Source: an optimization exercise on an open RTL-to-GDS flow (aim: small area and a short achievable clock period). Production flows keep margins and buffers that such runs may drop. Only simulation tests tie the RTL to the original design; equivalence was not proved.

## flow/design.v (module list and top-level ports; edited modules follow where they fit)
// module MAF: 3022 lines
module MAF(
    input clk,
    input  [31:0] A, B, C,
    input  [1:0]  func,
    output [63:0] Result
    );
  // ...
==> flow/flow/run.sh <==
#!/bin/bash
# Standard ORFS layout with two changes:
#  - synthesis runs `synth -noabc` (the quick generic ABC pass inside synth is
#    skipped), so extract_fa sees the RTL's XOR/majority structure and maps
#    full adders without the inverters it otherwise puts around them;
#  - extra make variables from flow/make_args.txt (e.g. the port buffer cell).
# Each tool's output goes to its own log here and under orfs/logs.
set -euo pipefail
here=$(pwd)
sed '1s/yosys synth -nofsm -noshare/yosys synth -nofsm -noshare -noabc/' synth_recipe.tcl > my_synth.tcl
grep -q -- '-noabc' my_synth.tcl
sed "s#SYNTH_SCRIPT=[^ ]*#SYNTH_SCRIPT=$here/my_synth.tcl#" standard.sh > my_standard.sh
grep -q "SYNTH_SCRIPT=$here/my_synth.tcl" my_standard.sh
extra=()
if [[ -f flow/make_args.txt ]]; then
  while IFS= read -r line; do [[ -n "$line" ]] && extra+=("$line"); done < flow/make_args.txt
fi
bash my_standard.sh "${extra[@]}" synth > synth.log 2>&1
bash my_standard.sh "${extra[@]}" finish > layout.log 2>&1
test -f out/final.def
==> flow/flow/make_args.txt <==
BUFFER_PORTS_ARGS=-buffer_cell sky130_fd_sc_hd__buf_4
==> flow/standard.sh <==
#!/bin/bash
# synth_recipe.tcl (not shown) runs the flow's synth.tcl, then flattens the netlist and writes it again
# the make line also repeats each setting of config.mk as NAME=value (left out here)
make -C /OpenROAD-flow-scripts/flow DESIGN_CONFIG=/design/flow/config.mk WORK_HOME=/design/flow/orfs CLKGATE_MAP_FILE= SYNTH_SCRIPT=/design/flow/synth_recipe.tcl "${@:-finish}"
==> flow/config.mk <==
export PLATFORM = sky130hd
export DESIGN_NAME = MAF
export DESIGN_NICKNAME = MAF
export VERILOG_FILES = /design/flow/design.v
export SDC_FILE = /design/flow/constraint.sdc
export NUM_CORES = 4
export LEC_CHECK = 0
export CAP_MARGIN = 20
export CORE_MARGIN = 2
export CORE_UTILIZATION = 40
export SETUP_SLACK_MARGIN = 3.9
export SLEW_MARGIN = 20
==> flow/constraint.sdc <==
create_clock -name core_clock -period 10.0 [get_ports {clk}]
set_input_delay 2.0000 -clock core_clock [delete_from_list [all_inputs] [get_ports {clk}]]
set_output_delay 2.0000 -clock core_clock [all_outputs]
set_load 0.01 [all_outputs]
==> summary.txt, run 1 <==
Synth Area in Simple Gates under 10%; most frequent cell after synthesis xnor2_1; Worst EP required 10.37 ns; count of different cell masters after synthesis 60; met2 GRT Util between 40% and 50%; CTS tree done; total detailed-routing wirelength 95.7 mm; clk slew on worst S/H paths 0.06 ns; Non-clock buffers 228; Hold Crit Start C[0]; non-clk buf share 5.93%; gr ovfl total 0; GRT Resource Usage Total 27.6%; post-DP HPWL between 60 and 70 mm; Setup Viol. Count Final 0; Largest regs r_a x64, r_b x64; main combinational cell family by area after synthesis adder cells; Worst slew margin 40.0%; 1st-iter DRT viols about 2.5k; status timing/DRC/antenna clean; CLK BUF 17; antenna viol nets, final 0; routability cong. 0.937; Cell Area, Placed 0.0290 sq mm; nets 3394; Hold-fix buffers, CTS 0; post-CTS sizing 19; sequential area share after synthesis 9.39%; final count of hold timing violations 0; inverter count 107
==> run 2: changes to the inputs <==
--- a/flow/design.v
+++ b/flow/design.v
@@ -1,14 +1,14 @@
 `timescale 1ns / 1ps
 module MAF(
     input clk,
     input  [31:0] A, B, C,
     input  [1:0]  func,
-    output [63:0] Result
+    output reg [63:0] Result
     );
     wire s1;
     wire c2;
     wire s3;
     wire c4;
     wire s5;
     wire c6;
     wire s7;
@@ -1148,17 +1148,16 @@
     wire s1141;
     wire c1142;
     wire s1143;
     wire c1144;
     wire s1145;
     wire c1146;
     wire s1147;
     wire c1148;
-    reg [63:0] r_a, r_b;
     wire pg1149;
     wire pg1150;
     wire pp1151;
     wire pg1152;
     wire pp1153;
     wire pg1154;
     wire pp1155;
     wire pg1156;
@@ -2689,278 +2688,277 @@
     assign s1143 = c894 ^ s1015 ^ c1014;
     assign c1144 = (c894 & s1015) | (c894 & c1014) | (s1015 & c1014);
     assign s1145 = s1017 ^ pp15[32] ^ c1016;
     assign c1146 = (s1017 & pp15[32]) | (s1017 & c1016) | (pp15[32] & c1016);
     assign s1147 = ~neg15 ^ s1019 ^ c1018;
     assign c1148 = (~neg15 & s1019) | (~neg15 & c1018) | (s1019 & c1018);
     wire [63:0] ra = {c1146, c1144, c1142, c1140, c1138, c1136, c1134, c1132, c1130, c1128, c1126, c1124, c1122, c1120, c1118, c1116, c1114, c1112, c1110, c1108, c1106, c1104, c1102, c1100, c1098, c1096, c1094, c1092, c1090, c1088, c1086, c1084, c1082, c1080, c1078, c1076, c1074, c1072, c1070, c1068, c1066, c1064, c1062, c1060, c1058, c1056, c1054, c1052, c1050, c1048, c1046, c1044, c1042, c1040, c1038, c1036, c1034, c1032, c1030, c1028, c1026, c1024, c1022, s1021};
     wire [63:0] rb = {s1147, s1145, s1143, s1141, s1139, s1137, s1135, s1133, s1131, s1129, s1127, s1125, s1123, s1121, s1119, s1117, s1115, s1113, s1111, s1109, s1107, s1105, s1103, s1101, s1099, s1097, s1095, s1093, s1091, s1089, s1087, s1085, s1083, s1081, s1079, s1077, s1075, s1073, s1071, s1069, s1067, s1065, s1063, s1061, s1059, s1057, s1055, s1053, s1051, s1049, s1047, s1045, s1043, s1041, s1039, s1037, s1035, s1033, s1031, s1029, s1027, s1025, s1023, pp0[0]};
-    always @(posedge clk) begin r_a <= ra[63:0]; r_b <= rb[63:0]; end
-    wire [63:0] hi_g = r_a[63:0] & r_b[63:0];
-    wire [63:0] hi_p = r_a[63:0] ^ r_b[63:0];
-    assign pg1149 = hi_g[1] | (hi_p[1] & hi_g[0]);
-    assign pg1150 = hi_g[3] | (hi_p[3] & hi_g[2]);
-    assign pp1151 = hi_p[3] & hi_p[2];
-    assign pg1152 = hi_g[5] | (hi_p[5] & hi_g[4]);
-    assign pp1153 = hi_p[5] & hi_p[4];
-    assign pg1154 = hi_g[7] | (hi_p[7] & hi_g[6]);
-    assign pp1155 = hi_p[7] & hi_p[6];
-    assign pg1156 = hi_g[9] | (hi_p[9] & hi_g[8]);
-    assign pp1157 = hi_p[9] & hi_p[8];
-    assign pg1158 = hi_g[11] | (hi_p[11] & hi_g[10]);
-    assign pp1159 = hi_p[11] & hi_p[10];
-    assign pg1160 = hi_g[13] | (hi_p[13] & hi_g[12]);
-    assign pp1161 = hi_p[13] & hi_p[12];
-    assign pg1162 = hi_g[15] | (hi_p[15] & hi_g[14]);
-    assign pp1163 = hi_p[15] & hi_p[14];
-    assign pg1164 = hi_g[17] | (hi_p[17] & hi_g[16]);
-    assign pp1165 = hi_p[17] & hi_p[16];
-    assign pg1166 = hi_g[19] | (hi_p[19] & hi_g[18]);
-    assign pp1167 = hi_p[19] & hi_p[18];
-    assign pg1168 = hi_g[21] | (hi_p[21] & hi_g[20]);
-    assign pp1169 = hi_p[21] & hi_p[20];
-    assign pg1170 = hi_g[23] | (hi_p[23] & hi_g[22]);
-    assign pp1171 = hi_p[23] & hi_p[22];
-    assign pg1172 = hi_g[25] | (hi_p[25] & hi_g[24]);
-    assign pp1173 = hi_p[25] & hi_p[24];
-    assign pg1174 = hi_g[27] | (hi_p[27] & hi_g[26]);
-    assign pp1175 = hi_p[27] & hi_p[26];
-    assign pg1176 = hi_g[29] | (hi_p[29] & hi_g[28]);
-    assign pp1177 = hi_p[29] & hi_p[28];
-    assign pg1178 = hi_g[31] | (hi_p[31] & hi_g[30]);
-    assign pp1179 = hi_p[31] & hi_p[30];
-    assign pg1180 = hi_g[33] | (hi_p[33] & hi_g[32]);
-    assign pp1181 = hi_p[33] & hi_p[32];
-    assign pg1182 = hi_g[35] | (hi_p[35] & hi_g[34]);
-    assign pp1183 = hi_p[35] & hi_p[34];
-    assign pg1184 = hi_g[37] | (hi_p[37] & hi_g[36]);
-    assign pp1185 = hi_p[37] & hi_p[36];
-    assign pg1186 = hi_g[39] | (hi_p[39] & hi_g[38]);
-    assign pp1187 = hi_p[39] & hi_p[38];
-    assign pg1188 = hi_g[41] | (hi_p[41] & hi_g[40]);
-    assign pp1189 = hi_p[41] & hi_p[40];
-    assign pg1190 = hi_g[43] | (hi_p[43] & hi_g[42]);
-    assign pp1191 = hi_p[43] & hi_p[42];
-    assign pg1192 = hi_g[45] | (hi_p[45] & hi_g[44]);
-    assign pp1193 = hi_p[45] & hi_p[44];
-    assign pg1194 = hi_g[47] | (hi_p[47] & hi_g[46]);
-    assign pp1195 = hi_p[47] & hi_p[46];
-    assign pg1196 = hi_g[49] | (hi_p[49] & hi_g[48]);
-    assign pp1197 = hi_p[49] & hi_p[48];
-    assign pg1198 = hi_g[51] | (hi_p[51] & hi_g[50]);
-    assign pp1199 = hi_p[51] & hi_p[50];
-    assign pg1200 = hi_g[53] | (hi_p[53] & hi_g[52]);
-    assign pp1201 = hi_p[53] & hi_p[52];
-    assign pg1202 = hi_g[55] | (hi_p[55] & hi_g[54]);
-    assign pp1203 = hi_p[55] & hi_p[54];
-    assign pg1204 = hi_g[57] | (hi_p[57] & hi_g[56]);
-    assign pp1205 = hi_p[57] & hi_p[56];
-    assign pg1206 = hi_g[59] | (hi_p[59] & hi_g[58]);
-    assign pp1207 = hi_p[59] & hi_p[58];
-    assign pg1208 = hi_g[61] | (hi_p[61] & hi_g[60]);
-    assign pp1209 = hi_p[61] & hi_p[60];
-    assign pg1210 = hi_g[63] | (hi_p[63] & hi_g[62]);
-    assign pp1211 = hi_p[63] & hi_p[62];
-    assign pg1212 = hi_g[2] | (hi_p[2] & pg1149);
+    wire [63:0] fa_g = ra[63:0] & rb[63:0];
+    wire [63:0] fa_p = ra[63:0] ^ rb[63:0];
+    assign pg1149 = fa_g[1] | (fa_p[1] & fa_g[0]);
+    assign pg1150 = fa_g[3] | (fa_p[3] & fa_g[2]);
+    assign pp1151 = fa_p[3] & fa_p[2];
+    assign pg1152 = fa_g[5] | (fa_p[5] & fa_g[4]);
+    assign pp1153 = fa_p[5] & fa_p[4];
+    assign pg1154 = fa_g[7] | (fa_p[7] & fa_g[6]);
+    assign pp1155 = fa_p[7] & fa_p[6];
+    assign pg1156 = fa_g[9] | (fa_p[9] & fa_g[8]);
+    assign pp1157 = fa_p[9] & fa_p[8];
+    assign pg1158 = fa_g[11] | (fa_p[11] & fa_g[10]);
+    assign pp1159 = fa_p[11] & fa_p[10];
+    assign pg1160 = fa_g[13] | (fa_p[13] & fa_g[12]);
+    assign pp1161 = fa_p[13] & fa_p[12];
+    assign pg1162 = fa_g[15] | (fa_p[15] & fa_g[14]);
+    assign pp1163 = fa_p[15] & fa_p[14];
+    assign pg1164 = fa_g[17] | (fa_p[17] & fa_g[16]);
+    assign pp1165 = fa_p[17] & fa_p[16];
+    assign pg1166 = fa_g[19] | (fa_p[19] & fa_g[18]);
+    assign pp1167 = fa_p[19] & fa_p[18];
+    assign pg1168 = fa_g[21] | (fa_p[21] & fa_g[20]);
+    assign pp1169 = fa_p[21] & fa_p[20];
+    assign pg1170 = fa_g[23] | (fa_p[23] & fa_g[22]);
+    assign pp1171 = fa_p[23] & fa_p[22];
+    assign pg1172 = fa_g[25] | (fa_p[25] & fa_g[24]);
+    assign pp1173 = fa_p[25] & fa_p[24];
+    assign pg1174 = fa_g[27] | (fa_p[27] & fa_g[26]);
+    assign pp1175 = fa_p[27] & fa_p[26];
+    assign pg1176 = fa_g[29] | (fa_p[29] & fa_g[28]);
+    assign pp1177 = fa_p[29] & fa_p[28];
+    assign pg1178 = fa_g[31] | (fa_p[31] & fa_g[30]);
+    assign pp1179 = fa_p[31] & fa_p[30];
+    assign pg1180 = fa_g[33] | (fa_p[33] & fa_g[32]);
+    assign pp1181 = fa_p[33] & fa_p[32];
+    assign pg1182 = fa_g[35] | (fa_p[35] & fa_g[34]);
+    assign pp1183 = fa_p[35] & fa_p[34];
+    assign pg1184 = fa_g[37] | (fa_p[37] & fa_g[36]);
+    assign pp1185 = fa_p[37] & fa_p[36];
+    assign pg1186 = fa_g[39] | (fa_p[39] & fa_g[38]);
+    assign pp1187 = fa_p[39] & fa_p[38];
+    assign pg1188 = fa_g[41] | (fa_p[41] & fa_g[40]);
+    assign pp1189 = fa_p[41] & fa_p[40];
+    assign pg1190 = fa_g[43] | (fa_p[43] & fa_g[42]);
+    assign pp1191 = fa_p[43] & fa_p[42];
+    assign pg1192 = fa_g[45] | (fa_p[45] & fa_g[44]);
+    assign pp1193 = fa_p[45] & fa_p[44];
+    assign pg1194 = fa_g[47] | (fa_p[47] & fa_g[46]);
+    assign pp1195 = fa_p[47] & fa_p[46];
+    assign pg1196 = fa_g[49] | (fa_p[49] & fa_g[48]);
+    assign pp1197 = fa_p[49] & fa_p[48];
+    assign pg1198 = fa_g[51] | (fa_p[51] & fa_g[50]);
+    assign pp1199 = fa_p[51] & fa_p[50];
+    assign pg1200 = fa_g[53] | (fa_p[53] & fa_g[52]);
+    assign pp1201 = fa_p[53] & fa_p[52];
+    assign pg1202 = fa_g[55] | (fa_p[55] & fa_g[54]);
+    assign pp1203 = fa_p[55] & fa_p[54];
+    assign pg1204 = fa_g[57] | (fa_p[57] & fa_g[56]);
+    assign pp1205 = fa_p[57] & fa_p[56];
+    assign pg1206 = fa_g[59] | (fa_p[59] & fa_g[58]);
+    assign pp1207 = fa_p[59] & fa_p[58];
+    assign pg1208 = fa_g[61] | (fa_p[61] & fa_g[60]);
+    assign pp1209 = fa_p[61] & fa_p[60];
+    assign pg1210 = fa_g[63] | (fa_p[63] & fa_g[62]);
+    assign pp1211 = fa_p[63] & fa_p[62];
+    assign pg1212 = fa_g[2] | (fa_p[2] & pg1149);
     assign pg1213 = pg1150 | (pp1151 & pg1149);
-    assign pg1214 = hi_g[6] | (hi_p[6] & pg1152);
-    assign pp1215 = hi_p[6] & pp1153;
+    assign pg1214 = fa_g[6] | (fa_p[6] & pg1152);
+    assign pp1215 = fa_p[6] & pp1153;
     assign pg1216 = pg1154 | (pp1155 & pg1152);
     assign pp1217 = pp1155 & pp1153;
-    assign pg1218 = hi_g[10] | (hi_p[10] & pg1156);
-    assign pp1219 = hi_p[10] & pp1157;
+    assign pg1218 = fa_g[10] | (fa_p[10] & pg1156);
+    assign pp1219 = fa_p[10] & pp1157;
     assign pg1220 = pg1158 | (pp1159 & pg1156);
     assign pp1221 = pp1159 & pp1157;
-    assign pg1222 = hi_g[14] | (hi_p[14] & pg1160);
-    assign pp1223 = hi_p[14] & pp1161;
+    assign pg1222 = fa_g[14] | (fa_p[14] & pg1160);
+    assign pp1223 = fa_p[14] & pp1161;
     assign pg1224 = pg1162 | (pp1163 & pg1160);
     assign pp1225 = pp1163 & pp1161;
-    assign pg1226 = hi_g[18] | (hi_p[18] & pg1164);
-    assign pp1227 = hi_p[18] & pp1165;
+    assign pg1226 = fa_g[18] | (fa_p[18] & pg1164);
+    assign pp1227 = fa_p[18] & pp1165;
     assign pg1228 = pg1166 | (pp1167 & pg1164);
     assign pp1229 = pp1167 & pp1165;
-    assign pg1230 = hi_g[22] | (hi_p[22] & pg1168);
-    assign pp1231 = hi_p[22] & pp1169;
+    assign pg1230 = fa_g[22] | (fa_p[22] & pg1168);
+    assign pp1231 = fa_p[22] & pp1169;
     assign pg1232 = pg1170 | (pp1171 & pg1168);
     assign pp1233 = pp1171 & pp1169;
-    assign pg1234 = hi_g[26] | (hi_p[26] & pg1172);
-    assign pp1235 = hi_p[26] & pp1173;
+    assign pg1234 = fa_g[26] | (fa_p[26] & pg1172);
+    assign pp1235 = fa_p[26] & pp1173;
     assign pg1236 = pg1174 | (pp1175 & pg1172);
     assign pp1237 = pp1175 & pp1173;
-    assign pg1238 = hi_g[30] | (hi_p[30] & pg1176);
-    assign pp1239 = hi_p[30] & pp1177;
+    assign pg1238 = fa_g[30] | (fa_p[30] & pg1176);
+    assign pp1239 = fa_p[30] & pp1177;
     assign pg1240 = pg1178 | (pp1179 & pg1176);
     assign pp1241 = pp1179 & pp1177;
-    assign pg1242 = hi_g[34] | (hi_p[34] & pg1180);
-    assign pp1243 = hi_p[34] & pp1181;
+    assign pg1242 = fa_g[34] | (fa_p[34] & pg1180);
+    assign pp1243 = fa_p[34] & pp1181;
     assign pg1244 = pg1182 | (pp1183 & pg1180);
     assign pp1245 = pp1183 & pp1181;
-    assign pg1246 = hi_g[38] | (hi_p[38] & pg1184);
-    assign pp1247 = hi_p[38] & pp1185;
+    assign pg1246 = fa_g[38] | (fa_p[38] & pg1184);
+    assign pp1247 = fa_p[38] & pp1185;
     assign pg1248 = pg1186 | (pp1187 & pg1184);
     assign pp1249 = pp1187 & pp1185;
-    assign pg1250 = hi_g[42] | (hi_p[42] & pg1188);
-    assign pp1251 = hi_p[42] & pp1189;
+    assign pg1250 = fa_g[42] | (fa_p[42] & pg1188);
+    assign pp1251 = fa_p[42] & pp1189;
     assign pg1252 = pg1190 | (pp1191 & pg1188);
     assign pp1253 = pp1191 & pp1189;
-    assign pg1254 = hi_g[46] | (hi_p[46] & pg1192);
-    assign pp1255 = hi_p[46] & pp1193;
+    assign pg1254 = fa_g[46] | (fa_p[46] & pg1192);
+    assign pp1255 = fa_p[46] & pp1193;
     assign pg1256 = pg1194 | (pp1195 & pg1192);
     assign pp1257 = pp1195 & pp1193;
-    assign pg1258 = hi_g[50] | (hi_p[50] & pg1196);
-    assign pp1259 = hi_p[50] & pp1197;
+    assign pg1258 = fa_g[50] | (fa_p[50] & pg1196);
+    assign pp1259 = fa_p[50] & pp1197;
     assign pg1260 = pg1198 | (pp1199 & pg1196);
     assign pp1261 = pp1199 & pp1197;
-    assign pg1262 = hi_g[54] | (hi_p[54] & pg1200);
-    assign pp1263 = hi_p[54] & pp1201;
+    assign pg1262 = fa_g[54] | (fa_p[54] & pg1200);
+    assign pp1263 = fa_p[54] & pp1201;
     assign pg1264 = pg1202 | (pp1203 & pg1200);
     assign pp1265 = pp1203 & pp1201;
-    assign pg1266 = hi_g[58] | (hi_p[58] & pg1204);
-    assign pp1267 = hi_p[58] & pp1205;
+    assign pg1266 = fa_g[58] | (fa_p[58] & pg1204);
+    assign pp1267 = fa_p[58] & pp1205;
     assign pg1268 = pg1206 | (pp1207 & pg1204);
     assign pp1269 = pp1207 & pp1205;
-    assign pg1270 = hi_g[62] | (hi_p[62] & pg1208);
-    assign pp1271 = hi_p[62] & pp1209;
+    assign pg1270 = fa_g[62] | (fa_p[62] & pg1208);
+    assign pp1271 = fa_p[62] & pp1209;
     assign pg1272 = pg1210 | (pp1211 & pg1208);
     assign pp1273 = pp1211 & pp1209;
-    assign pg1274 = hi_g[4] | (hi_p[4] & pg1213);
+    assign pg1274 = fa_g[4] | (fa_p[4] & pg1213);
     assign pg1275 = pg1152 | (pp1153 & pg1213);
     assign pg1276 = pg1214 | (pp1215 & pg1213);
     assign pg1277 = pg1216 | (pp1217 & pg1213);
-    assign pg1278 = hi_g[12] | (hi_p[12] & pg1220);
-    assign pp1279 = hi_p[12] & pp1221;
+    assign pg1278 = fa_g[12] | (fa_p[12] & pg1220);
+    assign pp1279 = fa_p[12] & pp1221;
     assign pg1280 = pg1160 | (pp1161 & pg1220);
     assign pp1281 = pp1161 & pp1221;
     assign pg1282 = pg1222 | (pp1223 & pg1220);
     assign pp1283 = pp1223 & pp1221;
     assign pg1284 = pg1224 | (pp1225 & pg1220);
     assign pp1285 = pp1225 & pp1221;
-    assign pg1286 = hi_g[20] | (hi_p[20] & pg1228);
-    assign pp1287 = hi_p[20] & pp1229;
+    assign pg1286 = fa_g[20] | (fa_p[20] & pg1228);
+    assign pp1287 = fa_p[20] & pp1229;
     assign pg1288 = pg1168 | (pp1169 & pg1228);
     assign pp1289 = pp1169 & pp1229;
     assign pg1290 = pg1230 | (pp1231 & pg1228);
     assign pp1291 = pp1231 & pp1229;
     assign pg1292 = pg1232 | (pp1233 & pg1228);
     assign pp1293 = pp1233 & pp1229;
-    assign pg1294 = hi_g[28] | (hi_p[28] & pg1236);
-    assign pp1295 = hi_p[28] & pp1237;
+    assign pg1294 = fa_g[28] | (fa_p[28] & pg1236);
+    assign pp1295 = fa_p[28] & pp1237;
     assign pg1296 = pg1176 | (pp1177 & pg1236);
     assign pp1297 = pp1177 & pp1237;
     assign pg1298 = pg1238 | (pp1239 & pg1236);
     assign pp1299 = pp1239 & pp1237;
     assign pg1300 = pg1240 | (pp1241 & pg1236);
     assign pp1301 = pp1241 & pp1237;
-    assign pg1302 = hi_g[36] | (hi_p[36] & pg1244);
-    assign pp1303 = hi_p[36] & pp1245;
+    assign pg1302 = fa_g[36] | (fa_p[36] & pg1244);
+    assign pp1303 = fa_p[36] & pp1245;
     assign pg1304 = pg1184 | (pp1185 & pg1244);
     assign pp1305 = pp1185 & pp1245;
     assign pg1306 = pg1246 | (pp1247 & pg1244);
     assign pp1307 = pp1247 & pp1245;
     assign pg1308 = pg1248 | (pp1249 & pg1244);
     assign pp1309 = pp1249 & pp1245;
-    assign pg1310 = hi_g[44] | (hi_p[44] & pg1252);
-    assign pp1311 = hi_p[44] & pp1253;
+    assign pg1310 = fa_g[44] | (fa_p[44] & pg1252);
+    assign pp1311 = fa_p[44] & pp1253;
     assign pg1312 = pg1192 | (pp1193 & pg1252);
     assign pp1313 = pp1193 & pp1253;
     assign pg1314 = pg1254 | (pp1255 & pg1252);
     assign pp1315 = pp1255 & pp1253;
     assign pg1316 = pg1256 | (pp1257 & pg1252);
     assign pp1317 = pp1257 & pp1253;
-    assign pg1318 = hi_g[52] | (hi_p[52] & pg1260);
-    assign pp1319 = hi_p[52] & pp1261;
+    assign pg1318 = fa_g[52] | (fa_p[52] & pg1260);
+    assign pp1319 = fa_p[52] & pp1261;
     assign pg1320 = pg1200 | (pp1201 & pg1260);
     assign pp1321 = pp1201 & pp1261;
     assign pg1322 = pg1262 | (pp1263 & pg1260);
     assign pp1323 = pp1263 & pp1261;
     assign pg1324 = pg1264 | (pp1265 & pg1260);
     assign pp1325 = pp1265 & pp1261;
-    assign pg1326 = hi_g[60] | (hi_p[60] & pg1268);
-    assign pp1327 = hi_p[60] & pp1269;
+    assign pg1326 = fa_g[60] | (fa_p[60] & pg1268);
+    assign pp1327 = fa_p[60] & pp1269;
     assign pg1328 = pg1208 | (pp1209 & pg1268);
     assign pp1329 = pp1209 & pp1269;
     assign pg1330 = pg1270 | (pp1271 & pg1268);
     assign pp1331 = pp1271 & pp1269;
     assign pg1332 = pg1272 | (pp1273 & pg1268);
     assign pp1333 = pp1273 & pp1269;
-    assign pg1334 = hi_g[8] | (hi_p[8] & pg1277);
+    assign pg1334 = fa_g[8] | (fa_p[8] & pg1277);
     assign pg1335 = pg1156 | (pp1157 & pg1277);
     assign pg1336 = pg1218 | (pp1219 & pg1277);
     assign pg1337 = pg1220 | (pp1221 & pg1277);
     assign pg1338 = pg1278 | (pp1279 & pg1277);
     assign pg1339 = pg1280 | (pp1281 & pg1277);
     assign pg1340 = pg1282 | (pp1283 & pg1277);
     assign pg1341 = pg1284 | (pp1285 & pg1277);
-    assign pg1342 = hi_g[24] | (hi_p[24] & pg1292);
-    assign pp1343 = hi_p[24] & pp1293;
+    assign pg1342 = fa_g[24] | (fa_p[24] & pg1292);
+    assign pp1343 = fa_p[24] & pp1293;
     assign pg1344 = pg1172 | (pp1173 & pg1292);
     assign pp1345 = pp1173 & pp1293;
     assign pg1346 = pg1234 | (pp1235 & pg1292);
     assign pp1347 = pp1235 & pp1293;
     assign pg1348 = pg1236 | (pp1237 & pg1292);
     assign pp1349 = pp1237 & pp1293;
     assign pg1350 = pg1294 | (pp1295 & pg1292);
     assign pp1351 = pp1295 & pp1293;
     assign pg1352 = pg1296 | (pp1297 & pg1292);
     assign pp1353 = pp1297 & pp1293;
     assign pg1354 = pg1298 | (pp1299 & pg1292);
     assign pp1355 = pp1299 & pp1293;
     assign pg1356 = pg1300 | (pp1301 & pg1292);
     assign pp1357 = pp1301 & pp1293;
-    assign pg1358 = hi_g[40] | (hi_p[40] & pg1308);
-    assign pp1359 = hi_p[40] & pp1309;
+    assign pg1358 = fa_g[40] | (fa_p[40] & pg1308);
+    assign pp1359 = fa_p[40] & pp1309;
     assign pg1360 = pg1188 | (pp1189 & pg1308);
     assign pp1361 = pp1189 & pp1309;
     assign pg1362 = pg1250 | (pp1251 & pg1308);
     assign pp1363 = pp1251 & pp1309;
     assign pg1364 = pg1252 | (pp1253 & pg1308);
     assign pp1365 = pp1253 & pp1309;
     assign pg1366 = pg1310 | (pp1311 & pg1308);
     assign pp1367 = pp1311 & pp1309;
     assign pg1368 = pg1312 | (pp1313 & pg1308);
     assign pp1369 = pp1313 & pp1309;
     assign pg1370 = pg1314 | (pp1315 & pg1308);
     assign pp1371 = pp1315 & pp1309;
     assign pg1372 = pg1316 | (pp1317 & pg1308);
     assign pp1373 = pp1317 & pp1309;
-    assign pg1374 = hi_g[56] | (hi_p[56] & pg1324);
-    assign pp1375 = hi_p[56] & pp1325;
+    assign pg1374 = fa_g[56] | (fa_p[56] & pg1324);
+    assign pp1375 = fa_p[56] & pp1325;
     assign pg1376 = pg1204 | (pp1205 & pg1324);
     assign pp1377 = pp1205 & pp1325;
     assign pg1378 = pg1266 | (pp1267 & pg1324);
     assign pp1379 = pp1267 & pp1325;
     assign pg1380 = pg1268 | (pp1269 & pg1324);
     assign pp1381 = pp1269 & pp1325;
     assign pg1382 = pg1326 | (pp1327 & pg1324);
     assign pp1383 = pp1327 & pp1325;
     assign pg1384 = pg1328 | (pp1329 & pg1324);
     assign pp1385 = pp1329 & pp1325;
     assign pg1386 = pg1330 | (pp1331 & pg1324);
     assign pp1387 = pp1331 & pp1325;
     assign pg1388 = pg1332 | (pp1333 & pg1324);
     assign pp1389 = pp1333 & pp1325;
-    assign pg1390 = hi_g[16] | (hi_p[16] & pg1341);
+    assign pg1390 = fa_g[16] | (fa_p[16] & pg1341);
     assign pg1391 = pg1164 | (pp1165 & pg1341);
     assign pg1392 = pg1226 | (pp1227 & pg1341);
     assign pg1393 = pg1228 | (pp1229 & pg1341);
     assign pg1394 = pg1286 | (pp1287 & pg1341);
     assign pg1395 = pg1288 | (pp1289 & pg1341);
     assign pg1396 = pg1290 | (pp1291 & pg1341);
     assign pg1397 = pg1292 | (pp1293 & pg1341);
     assign pg1398 = pg1342 | (pp1343 & pg1341);
     assign pg1399 = pg1344 | (pp1345 & pg1341);
     assign pg1400 = pg1346 | (pp1347 & pg1341);
     assign pg1401 = pg1348 | (pp1349 & pg1341);
     assign pg1402 = pg1350 | (pp1351 & pg1341);
     assign pg1403 = pg1352 | (pp1353 & pg1341);
     assign pg1404 = pg1354 | (pp1355 & pg1341);
     assign pg1405 = pg1356 | (pp1357 & pg1341);
-    assign pg1406 = hi_g[48] | (hi_p[48] & pg1372);
-    assign pp1407 = hi_p[48] & pp1373;
+    assign pg1406 = fa_g[48] | (fa_p[48] & pg1372);
+    assign pp1407 = fa_p[48] & pp1373;
     assign pg1408 = pg1196 | (pp1197 & pg1372);
     assign pp1409 = pp1197 & pp1373;
     assign pg1410 = pg1258 | (pp1259 & pg1372);
     assign pp1411 = pp1259 & pp1373;
     assign pg1412 = pg1260 | (pp1261 & pg1372);
     assign pp1413 = pp1261 & pp1373;
     assign pg1414 = pg1318 | (pp1319 & pg1372);
     assign pp1415 = pp1319 & pp1373;
@@ -2981,17 +2979,17 @@
     assign pg1430 = pg1382 | (pp1383 & pg1372);
     assign pp1431 = pp1383 & pp1373;
     assign pg1432 = pg1384 | (pp1385 & pg1372);
     assign pp1433 = pp1385 & pp1373;
     assign pg1434 = pg1386 | (pp1387 & pg1372);
     assign pp1435 = pp1387 & pp1373;
     assign pg1436 = pg1388 | (pp1389 & pg1372);
     assign pp1437 = pp1389 & pp1373;
-    assign pg1438 = hi_g[32] | (hi_p[32] & pg1405);
+    assign pg1438 = fa_g[32] | (fa_p[32] & pg1405);
     assign pg1439 = pg1180 | (pp1181 & pg1405);
     assign pg1440 = pg1242 | (pp1243 & pg1405);
     assign pg1441 = pg1244 | (pp1245 & pg1405);
     assign pg1442 = pg1302 | (pp1303 & pg1405);
     assign pg1443 = pg1304 | (pp1305 & pg1405);
     assign pg1444 = pg1306 | (pp1307 & pg1405);
     assign pg1445 = pg1308 | (pp1309 & pg1405);
     assign pg1446 = pg1358 | (pp1359 & pg1405);
@@ -3013,11 +3011,12 @@
     assign pg1462 = pg1422 | (pp1423 & pg1405);
     assign pg1463 = pg1424 | (pp1425 & pg1405);
     assign pg1464 = pg1426 | (pp1427 & pg1405);
     assign pg1465 = pg1428 | (pp1429 & pg1405);
     assign pg1466 = pg1430 | (pp1431 & pg1405);
     assign pg1467 = pg1432 | (pp1433 & pg1405);
     assign pg1468 = pg1434 | (pp1435 & pg1405);
     assign pg1469 = pg1436 | (pp1437 & pg1405);
-    wire [63:0] hi_sum = hi_p ^ {pg1468, pg1467, pg1466, pg1465, pg1464, pg1463, pg1462, pg1461, pg1460, pg1459, pg1458, pg1457, pg1456, pg1455, pg1454, pg1453, pg1452, pg1451, pg1450, pg1449, pg1448, pg1447, pg1446, pg1445, pg1444, pg1443, pg1442, pg1441, pg1440, pg1439, pg1438, pg1405, pg1404, pg1403, pg1402, pg1401, pg1400, pg1399, pg1398, pg1397, pg1396, pg1395, pg1394, pg1393, pg1392, pg1391, pg1390, pg1341, pg1340, pg1339, pg1338, pg1337, pg1336, pg1335, pg1334, pg1277, pg1276, pg1275, pg1274, pg1213, pg1212, pg1149, hi_g[0], 1'b0};
-    assign Result = hi_sum;
+    wire [63:0] fa_sum = fa_p ^ {pg1468, pg1467, pg1466, pg1465, pg1464, pg1463, pg1462, pg1461, pg1460, pg1459, pg1458, pg1457, pg1456, pg1455, pg1454, pg1453, pg1452, pg1451, pg1450, pg1449, pg1448, pg1447, pg1446, pg1445, pg1444, pg1443, pg1442, pg1441, pg1440, pg1439, pg1438, pg1405, pg1404, pg1403, pg1402, pg1401, pg1400, pg1399, pg1398, pg1397, pg1396, pg1395, pg1394, pg1393, pg1392, pg1391, pg1390, pg1341, pg1340, pg1339, pg1338, pg1337, pg1336, pg1335, pg1334, pg1277, pg1276, pg1275, pg1274, pg1213, pg1212, pg1149, fa_g[0], 1'b0};
+    wire [63:0] sum = fa_sum;
+    always @(posedge clk) Result <= sum;
 endmodule
==> flow/flow/make_args.txt (replaced) <==
BUFFER_PORTS_ARGS=-buffer_cell sky130_fd_sc_hd__buf_2
==> flow/config.mk (replaced) <==
export PLATFORM = sky130hd
export DESIGN_NAME = MAF
export DESIGN_NICKNAME = MAF
export VERILOG_FILES = /design/flow/design.v
export SDC_FILE = /design/flow/constraint.sdc
export NUM_CORES = 4
export LEC_CHECK = 0
export CAP_MARGIN = 20
export CORE_MARGIN = 2
export CORE_UTILIZATION = 40
export SETUP_SLACK_MARGIN = 2.0
export SLEW_MARGIN = 20
==> run 2 against run 1 <==
Still clean. Worst setup slack got worse by 2.3 ns. Synthesized cell count shrank 2.7%. Via count grew 1.4%. Non-clock buffer count is 176 higher. Sequential share of layout area shrank 4.3 points. Routed wire length increased by 1.7%. Hold slack improved by 0.24 ns. First-iteration DRC count rose by 8.0%. Largest cell class unchanged.
==> summary.txt, run 2 <==
top cells by instance count after synthesis xnor2_1, fa_1, a22oi_1 (unchanged); most frequent cells in the layout xnor2_1, fa_1, a22oi_1, buf_4, buf_2 (was xnor2_1, fa_1, a22oi_1, buf_4, dfxtp_1); first-pass GRT wire length 146 mm (about the same); RSZ-0062 raised after global routing yes (was no); gr ovfl total 0 (unchanged); WS Path Type primary input to flop (unchanged); Initial Util 40.3% (was 40.5%); die area 0.0668 sq mm (was 0.0703 sq mm); clk slew on worst S/H paths 0.06 ns (about the same); WL/cell 26.9 microns (was 27.0 microns); syn_nets 3382 (was 3456); 1st-pass router iterations 6 (was 7); Worst EP required 10.33 ns (was 10.37 ns); max reg flops 64; Vias 22.4k (was 22.1k); Hold-fix buffers, CTS 0 (unchanged); GRT Resource Usage Total 28.9% (was 27.6%); Primary FF master, synth dfxtp_1 (unchanged); pre-CTS setup slack 0.418 ns (was 2.91 ns); cell taking the most area after synthesis fa_1 (unchanged); CP Launch Point B[7] (was func[0]); IO buf count 162 (unchanged); final non-filler cell total 3613 (was 3542); synthesized area per cell 9.80 sq um (was 10.0 sq um); CTS Buf Count 9 (was 17); Syn-to-layout area delta 16.7% (was 9.37%); worst min path class primary input to flop (unchanged); post-route minimum period 8.34 ns (was 6.02 ns); post-placement cell count 3478 (was 3492); IO Pins 163 (unchanged); synth top area cells fa_1, xnor2_1, a22oi_1, ha_1, dfxtp_1 (was fa_1, xnor2_1, a22oi_1, dfxtp_1, ha_1); Worst slew margin 46.0% (was 40.0%); Slew @ Worst Pin 0.810 ns (was 0.896 ns); DR vias/cell 6.21 (was 6.24); Die X 259 microns (was 265 microns); most common cell after layout, fill and taps aside xnor2_1 (unchanged); CTS Sinks 64 (was 128); Worst setup SP type primary input (unchanged); Hold Slack 2.08 ns (was 1.84 ns); share of cells above drive strength 1 21.2% (was 12.4%); nets 3488 (was 3394); Syn Inst Count 2643 (was 2717); Post-Syn Area 0.0259 sq mm (was 0.0273 sq mm); largest net degree at the start of global routing 39 (was 49); CORE AREA 0.0642 sq mm (was 0.0674 sq mm); final setup TNS 0 ns (unchanged); antenna viol nets, final 0 (unchanged); CTS Root Cell clkbuf_16 (unchanged); Rows 93 (was 95); 1st-iter DRT viols 2660 (was 2463); max-slew violation count 0 (unchanged); Worst EP arrival 8.67 ns (was 6.39 ns); status timing/DRC/antenna clean (unchanged); max-cap violation count 0 (unchanged); most frequent cell after synthesis xnor2_1 (unchanged); Longest Clk Path Bufs 2 (unchanged); post-synth top area share 39.8% (was 37.8%); H-tree lvl count 3 (was 4); crit path capture Result[55]$_DFF_P_ (was r_b[32]$_DFF_P_); Setup Viol. Count Final 0 (unchanged); die height 259 microns (was 265 microns); vias in the first global route 23.8k (was 23.7k); Synth Register Bits 64 (was 128); antenna violations before repair 8 (was 4); Post-synth ARST share 0% (unchanged); routability cong. 0.919 (was 0.937); critical-path maximum fanout 6 (was 48); residual DRC count 0 (unchanged); Design Area, Final 0.0302 sq mm (was 0.0299 sq mm); Final WS setup 1.66 ns (was 3.98 ns); final count of hold timing violations 0 (unchanged); highest clock rate 120 MHz (was 166 MHz); total detailed-routing wirelength 97.3 mm (was 95.7 mm); Largest regs Result x64 (was r_a x64, r_b x64); Finished Core Util 47.1% (was 44.3%); crit path capture type flop (unchanged); count of different cell masters after synthesis 56 (was 60); Period Utilization, post-route 83.4% (was 60.2%); Ys Warns 1 (unchanged); post-DP HPWL 71.0 mm (was 64.2 mm); Post-synth EDFFs 0 (unchanged); Reg with most FFs Result; sequential area share after synthesis 4.95% (was 9.39%); Cell Area, Placed 0.0279 sq mm (was 0.0290 sq mm); CTS tree done (unchanged)
## run 2: changes by cell type in the layout (fill, tap and decap cells not counted), moves of 11 or more
cell / before / now
a22oi_2: 0 / 11
nor2_4: 6 / 26
buf_2: 0 / 151
fa_1: 514 / 483
buf_4: 217 / 193
inv_1: 107 / 95
a21oi_2: 3 / 14
dfxtp_1: 128 / 64
fa_2: 1 / 32
a21oi_1: 111 / 96
buf_12: 2 / 30
nor2_2: 24 / 9
## run 2: timing repair
action / 4_1_cts / 5_1_grt
gates cloned: 1 / 1
setup buffers: 41 / 72
gates resized for setup: 99 / 83
endpoints found under the setup margin: 39 / 38
pin swaps: 50 / 74
## run 2: kinds of logic after synthesis
kind of cell / after synthesis / synth area share (%)
buf+inv: 406 / 5.88
xor+xnor: 559 / 18.9
mux: 2 / 0.0773
flops: 64 / 4.95
fa+ha+maj: 640 / 45.8
simple gates: 285 / 5.40
compound gates: 687 / 19.0
## run 2: area by class of cell
cell class / count / area (sq um)
inverters: 96 / 360
diodes: 5 / 12.5
fillers: 5978 / 34000
clock buffers: 15 / 268
well taps: 855 / 1070
flip-flops and latches: 64 / 1280
multi-input cells: 2174 / 24100
repair buffers: 404 / 3170
## run 2: critical path, cell delays in order
cell and delay [ns]:
buf_8 0.10, or3b_4 0.40, a21oi_4 0.15, buf_12 0.14, buf_8 0.13, a22oi_2 0.08
xnor2_1 0.31, fa_2 0.49, fa_2 0.57, fa_2 0.46, fa_2 0.38, fa_2 0.54
fa_1 0.45, ha_4 0.23, and4_4 0.17, and2_4 0.16, a21o_2 0.21, o32a_4 0.40
a211oi_4 0.27, buf_12 0.18, o21bai_4 0.08, a2111o_1 0.40, a31oi_2 0.21, xnor2_1 0.13
## run 2: how the worst min path moves through the flow
stage,from,endpoint,slack [ns],cells past startpoint
finish,C[0],Result[0]$_DFF_P_,2.08,4
CTS,C[0],Result[0]$_DFF_P_,2.06,4
floorplan,Result[0]$_DFF_P_,Result[0],2.30,0
detailed placement,Result[20]$_DFF_P_,Result[20],2.39,1
global route,C[0],Result[0]$_DFF_P_,2.12,4
global placement,Result[7]$_DFF_P_,Result[7],2.39,1
## run 2: metal layers
| layer | wire length, microns | GRT usage (%) | vias to the layer above |
|---|---|---|---|
| met3 | 9170 | 5.90 | 393 |
| met2 | 46800 | 48.6 | 1465 |
| met5 | 30 | 0 | - |
| met1 | 34900 | 34.3 | 11393 |
| li1 | - | - | 9174 |
| met4 | 6380 | 16.8 | 4 |
==> run 3: changes to the inputs <==
--- a/flow/config.mk
+++ b/flow/config.mk
@@ -8,5 +8,5 @@
 export CAP_MARGIN = 20
 export CORE_MARGIN = 2
-export CORE_UTILIZATION = 40
+export CORE_UTILIZATION = 55
 export SETUP_SLACK_MARGIN = 2.0
 export SLEW_MARGIN = 20
==> run 3 against run 2 <==
Sequential share of layout area is 0.11 points higher. Global-route usage increased by 10 points. Utilization is 16 points higher. Final area decreased by 2.5%. Routed wire length is 1.8% lower. Worst setup slack got worse by 0.076 ns. Hold slack improved by 0.021 ns. Sequential cell count is the same. Synthesized area unchanged. Still clean on timing, DRC and antenna.
==> summary.txt, run 3 <==
final count of hold timing violations 0 (unchanged); post-synth top area share 39.8% (unchanged); Slew @ Worst Pin 0.909 ns (was 0.810 ns); DR vias/cell 6.60 (was 6.21); 1st-pass router iterations 8 (was 6); cell taking the most area after synthesis fa_1 (unchanged); Synth Register Bits 64 (unchanged); Period Utilization, post-route 84.2% (was 83.4%); total detailed-routing wirelength 95.5 mm (was 97.3 mm); die height 221 microns (was 259 microns); sequential area share after synthesis 4.95% (unchanged); most frequent cells in the layout xnor2_1, fa_1, a22oi_1, buf_4, buf_2 (unchanged); most common cell after layout, fill and taps aside xnor2_1 (unchanged); 1st-iter DRT viols 2159 (was 2660); Hold Slack 2.10 ns (was 2.08 ns); synthesized area per cell 9.80 sq um (unchanged); CTS Buf Count 9 (unchanged); final non-filler cell total 3348 (was 3613); crit path capture type flop (unchanged); Layout fillers 3901 (was 5978); highest clock rate 119 MHz (was 120 MHz); synth top area cells fa_1, xnor2_1, a22oi_1, ha_1, dfxtp_1 (unchanged); Cell Area, Placed 0.0277 sq mm (was 0.0279 sq mm); vias in the first global route 23.5k (was 23.8k); CTS Root Cell clkbuf_16 (unchanged); residual DRC count 0 (unchanged); final setup TNS 0 ns (unchanged); CTS Sinks 64 (unchanged); Primary FF master, synth dfxtp_1 (unchanged); critical-path maximum fanout 8 (was 6); routability cong. 0.940 (was 0.919); GRT Resource Usage Total 39.4% (was 28.9%); IO buf count 162 (unchanged); Syn-to-layout area delta 13.8% (was 16.7%); post-route minimum period 8.42 ns (was 8.34 ns); status timing/DRC/antenna clean (unchanged); worst min path class primary input to flop (unchanged); Design Area, Final 0.0295 sq mm (was 0.0302 sq mm); Vias 22.1k (was 22.4k); Worst setup SP type primary input (unchanged); most frequent cell after synthesis xnor2_1 (unchanged); Initial Util 55.7% (was 40.3%); top cells by instance count after synthesis xnor2_1, fa_1, a22oi_1 (unchanged); Worst EP arrival 8.74 ns (was 8.67 ns); Largest regs Result x64 (unchanged); Ys Warns 1 (unchanged); count of different cell masters after synthesis 56 (unchanged); Setup Viol. Count Final 0 (unchanged); syn_nets 3382 (unchanged); nets 3463 (was 3488); post-placement cell count 3238 (was 3478); Hold-fix buffers, CTS 0 (unchanged); WS Path Type primary input to flop (unchanged); Rows 79 (was 93); gr ovfl total 0 (unchanged); pre-CTS setup slack -0.0552 ns (was 0.418 ns); largest net degree at the start of global routing 36 (was 39); antenna viol nets, final 0 (unchanged); multi-input logic area 0.0240 sq mm (was 0.0241 sq mm); antenna violations before repair 13 (was 8); CORE AREA 0.0466 sq mm (was 0.0642 sq mm); IO Pins 163 (unchanged); Post-synth EDFFs 0 (unchanged); WL/cell 28.5 microns (was 26.9 microns); Reg with most FFs Result (unchanged); H-tree lvl count 3 (unchanged); Final WS setup 1.58 ns (was 1.66 ns); max reg flops 64 (unchanged); Post-Syn Area 0.0259 sq mm (unchanged); RSZ-0062 raised after global routing yes (unchanged); max-slew violation count 0 (unchanged); share of cells above drive strength 1 20.0% (was 21.2%); Seq. cell area 0.00128 sq mm (unchanged); max-cap violation count 0 (unchanged); first-pass GRT wire length 146 mm (about the same); Syn Inst Count 2643 (unchanged); clk slew on worst S/H paths 0.07 ns (was 0.06 ns); Finished Core Util 63.3% (was 47.1%); die area 0.0489 sq mm (was 0.0668 sq mm); Post-synth ARST share 0% (unchanged); CTS tree done (unchanged); Longest Clk Path Bufs 2 (unchanged); Worst EP required 10.32 ns (was 10.33 ns); post-DP HPWL 69.8 mm (was 71.0 mm); Worst slew margin 39.4% (was 46.0%); Hold Path Depth 4 (unchanged); Die X 221 microns (was 259 microns)
run 3: worst paths after layout:
path	startpoint	to	slack [ns]
worst max-delay path	B[7]	Result[62]$_DFF_P_	1.58
worst min-delay path	C[0]	Result[0]$_DFF_P_	2.10
run 3: cells by family (layout without fill, tap and decap cells):
family,after synthesis,after routing,synth area share [%]
AOI/OAI and AO/OA,687,687,19.0
xor gates and xnor gates,559,559,18.9
adders and majority gates,640,640,45.8
buffers and inverters,406,490,5.88
DFF,64,64,4.95
muxes,2,2,0.0773
other,0,12,0
and+or+nand+nor,285,287,5.40
run 3: what timing repair did:
action	CTS	global route
resized for setup	64	65
pin swaps	38	53
buffers inserted	59	20
hold endpoints to repair	0	0
cloned	2	1
setup endpoints to repair	37	37
run 3: final cells by class:
type / count / share of cell area [%]
multi-input combinational: 2175 / 81.3
timing repair buffer: 378 / 9.44
sequential: 64 / 4.35
tap: 607 / 2.58
inverter: 96 / 1.22
clock buffer: 9 / 0.764
clock inverter: 7 / 0.246
antenna: 12 / 0.102
run 3: worst max-delay path, cell delays in order:
cell and delay (ns):
buf_8 0.10, or3b_4 0.40, a21oi_4 0.27, buf_6 0.18, a22oi_2 0.09, xnor2_1 0.30
fa_2 0.52, fa_1 0.55, fa_2 0.46, fa_2 0.35, fa_1 0.51, fa_1 0.47
ha_4 0.32, and4_4 0.23, and2_4 0.15, nand4_1 0.11, buf_6 0.17, a2111oi_4 0.48
a211oi_4 0.05, buf_6 0.18, o31ai_4 0.38, a211oi_2 0.13, o21bai_1 0.17, xor2_1 0.14
run 3: layer usage:
| layer | wire length (microns) | part of all wire, % | global-route usage (%) | vias up |
|---|---|---|---|---|
| met4 | 7240 | 7.6 | 27.0 | 0 |
| met1 | 35000 | 37 | 48.2 | 11315 |
| li1 | - | - | - | 9146 |
| met3 | 8870 | 9.3 | 10.0 | 340 |
| met5 | 0 | 0 | 0 | - |
| met2 | 44400 | 46 | 61.3 | 1307 |

## static timing again, ports no longer ideal
The results above use ideal ports. As a check the final layouts listed here were re-extracted and re-timed, cells and wires unchanged.
Step 1 (the two cells are an assumption about what drives the block):
set clk [get_ports {clk}]
set_driving_cell -lib_cell sky130_fd_sc_hd__clkbuf_16 $clk
set_driving_cell -lib_cell sky130_fd_sc_hd__buf_2 [delete_from_list [all_inputs] $clk]
Step 2, shift: input delay + t, output delay - t, t = (earliest + latest rising clock arrival at the registers) / 2. This alone moves slack from input paths to output paths.
Slacks: ideal / step 1 / step 2; pairs: ideal / step 1.
run | t (ns) | slack for setup (ns) | worst hold slack (ns) | worst setup path after step 2 | slew at the worst register clock pin (ns)
run 1 | 0.556 | 3.983 / 3.991 / 3.441 | 1.838 / 1.827 / 2.383 | input to register | 0.07 / 0.07
run 2 | 0.456 | 1.657 / 1.659 / 1.204 | 2.077 / 2.044 / 2.405 | input to register | 0.06 / 0.06
run 3 | 0.448 | 1.581 / 1.601 / 1.153 | 2.097 / 2.059 / 2.412 | input to register | 0.07 / 0.07
After both steps every run listed still meets setup and hold. The setup slack of run 1, which loses most, moves by +0.008 ns with the drivers and by -0.542 ns with both steps.
